This is an optimization exercise on Yosys and OpenROAD, whose aim is small area and a short achievable clock period, not a production implementation.

## job 104
==> flow/design.v (excerpt) <==
module fifo (
	input  [31:0] DI,
	input         RE,
	input         WE,
	input         clk,
	input         rst,
	output [31:0] res,
	output        read_valid,
	output        r_err,
	output        w_err
);
Size in the first run: about 2100 cells after synthesis, roughly 1100 flip-flops, about 71 I/O pins.
==> module fifo, before the edit <==
module fifo (
	input  [31:0] DI,
	input         RE,
	input         WE,
	input         clk,
	input         rst,
	output [31:0] res,
	output        read_valid,
	output        r_err,
	output        w_err
);
	reg  [4:0]  rd_ptr, wr_ptr;
	reg         empty, full;
	reg         rv;
	reg  [31:0] dout;
	wire rd = RE & ~empty;
	wire wr = WE & (~full | RE);
	assign r_err      = RE & empty;
	assign w_err      = WE & full;
	assign read_valid = rv;
	assign res        = dout;
	wire [31:0] wsel = 32'd1 << wr_ptr;
	reg  [31:0] rsel;	 
	wire [31:0] mem_q [0:31];
	genvar k;
	generate
		for (k = 0; k < 32; k = k + 1) begin : g_word
			reg  [31:0] q;
			wire        en = wr & wsel[k];
			always @(posedge clk)
				q <= ({32{en}} & DI) | ({32{~en}} & q);
			assign mem_q[k] = q;
		end
	endgenerate
	reg [31:0] rdata;
	integer j;
	always @(*) begin
		rdata = 32'd0;
		for (j = 0; j < 32; j = j + 1)
			rdata = rdata | ({32{rsel[j]}} & mem_q[j]);
	end
	wire [4:0] rd_inc = rd_ptr + 5'd1;
	wire [4:0] wr_inc = wr_ptr + 5'd1;
	wire [4:0] rd_next = rst ? 5'd0 : rd ? rd_inc : rd_ptr;
	always @(posedge clk) begin
		dout <= rdata;
		rsel <= 32'd1 << rd_next;
		if (rst) begin
			rd_ptr <= 5'd0;
			wr_ptr <= 5'd0;
			empty  <= 1'b1;
			full   <= 1'b0;
			rv     <= 1'b0;
		end else begin
			rv <= rd;
			if (rd) rd_ptr <= rd_inc;
			if (wr) wr_ptr <= wr_inc;
			empty <= ~wr & (empty | (rd & (rd_inc == wr_ptr)));
			full  <= (full & ~(rd & ~wr)) | (wr & ~rd & (wr_inc == rd_ptr));
		end
	end
endmodule
Settings: LEC_CHECK=0, CAP_MARGIN=20, CORE_MARGIN=2, CORE_UTILIZATION=60, CTS_BUF_LIST=sky130_fd_sc_hd__clkbuf_16, CTS_CLUSTER_DIAMETER=100, CTS_CLUSTER_SIZE=25, SETUP_SLACK_MARGIN=2.9, SLEW_MARGIN=20; clock period 5.0 ns.
run.sh (not shown) runs the stock make flow with config.mk's settings and CLKGATE_MAP_FILE= SYNTH_SCRIPT=/design/flow/synth_recipe.tcl, a recipe that flattens the netlist after the stock synthesis.
The final layout from job 104, which completed every stage, passed the timing, DRC and antenna checks at the end of the flow.
#### Input delta (job 102 over job 104)
==> flow/design.v, changed modules only <==
module fifo (
	input  [31:0] DI,
	input         RE,
	input         WE,
	input         clk,
	input         rst,
	output [31:0] res,
	output        read_valid,
	output        r_err,
	output        w_err
);
	reg  [5:0]  count;
	reg         empty, full;
	reg  [31:0] rsel;	 
	reg         rv;
	reg  [31:0] dout;
	wire rd = RE & ~empty;
	wire wr = WE & (~full | RE);
	assign r_err      = RE & empty;
	assign w_err      = WE & full;
	assign read_valid = rv;
	assign res        = dout;
	reg [31:0] stage [0:31];
	integer k;
	always @(posedge clk)
		if (wr) begin
			stage[0] <= DI;
			for (k = 1; k < 32; k = k + 1)
				stage[k] <= stage[k-1];
		end
	reg [31:0] rdata;
	integer j;
	always @(*) begin
		rdata = 32'd0;
		for (j = 0; j < 32; j = j + 1)
			rdata = rdata | ({32{rsel[j]}} & stage[j]);
	end
	wire [5:0] count_next = rst ? 6'd0 : count + {5'd0, wr & ~rd} - {5'd0, rd & ~wr};
	wire [4:0] head_next  = count_next[4:0] - 5'd1;
	always @(posedge clk) begin
		dout  <= rdata;
		rv    <= ~rst & rd;
		count <= count_next;
		empty <= count_next == 6'd0;
		full  <= count_next[5];
		rsel  <= 32'd1 << head_next;
	end
endmodule
Notes after the runs:
- Compared with job 104, job 102 shows a lower area added between synthesis and finish.
- Job 102 ends up with a utilization that is 0.84 points lower than in job 104.
- Post-synthesis instance area on job 102 is ahead of job 104.
- Job 102 vs. job 104: count of pins on the block boundary barely changed; row count dropped 1.1%; wire length dropped about 16%.
- Job 102 has global-route usage below what job 104 had.
No run of this note included a check of the RTL's function; only the layout flow was run.

## static timing again, ports no longer ideal
The results above use ideal ports. As a check the final layouts listed here were re-extracted and re-timed, cells and wires unchanged.
Step 1, drivers: a clkbuf_16 drives clk and a buf_2 each remaining input, both assumed.
Step 2 adds t to the input delays and takes it off the output delays; t is the mean of the earliest and latest rising clock arrival at the registers after step 1. Input paths then give back, and output paths get back, about the clock's delay inside the block.
a / b / c = ideal ports / drivers / drivers and shift; a / b = the first two.
run	t (ns)	setup slack, ns	worst hold slack (ns)	worst register clock-pin slew, ns
job 104	0.705	2.648 / 2.600 / 2.152	0.542 / 0.542 / 0.542	0.10 / 0.10
job 102	0.695	2.523 / 2.540 / 1.845	0.451 / 0.451 / 0.451	0.11 / 0.11
After both steps setup and hold are still met in every run listed. The setup slack of job 102, which loses most, moves by +0.017 ns with the drivers and by -0.678 ns with both steps.
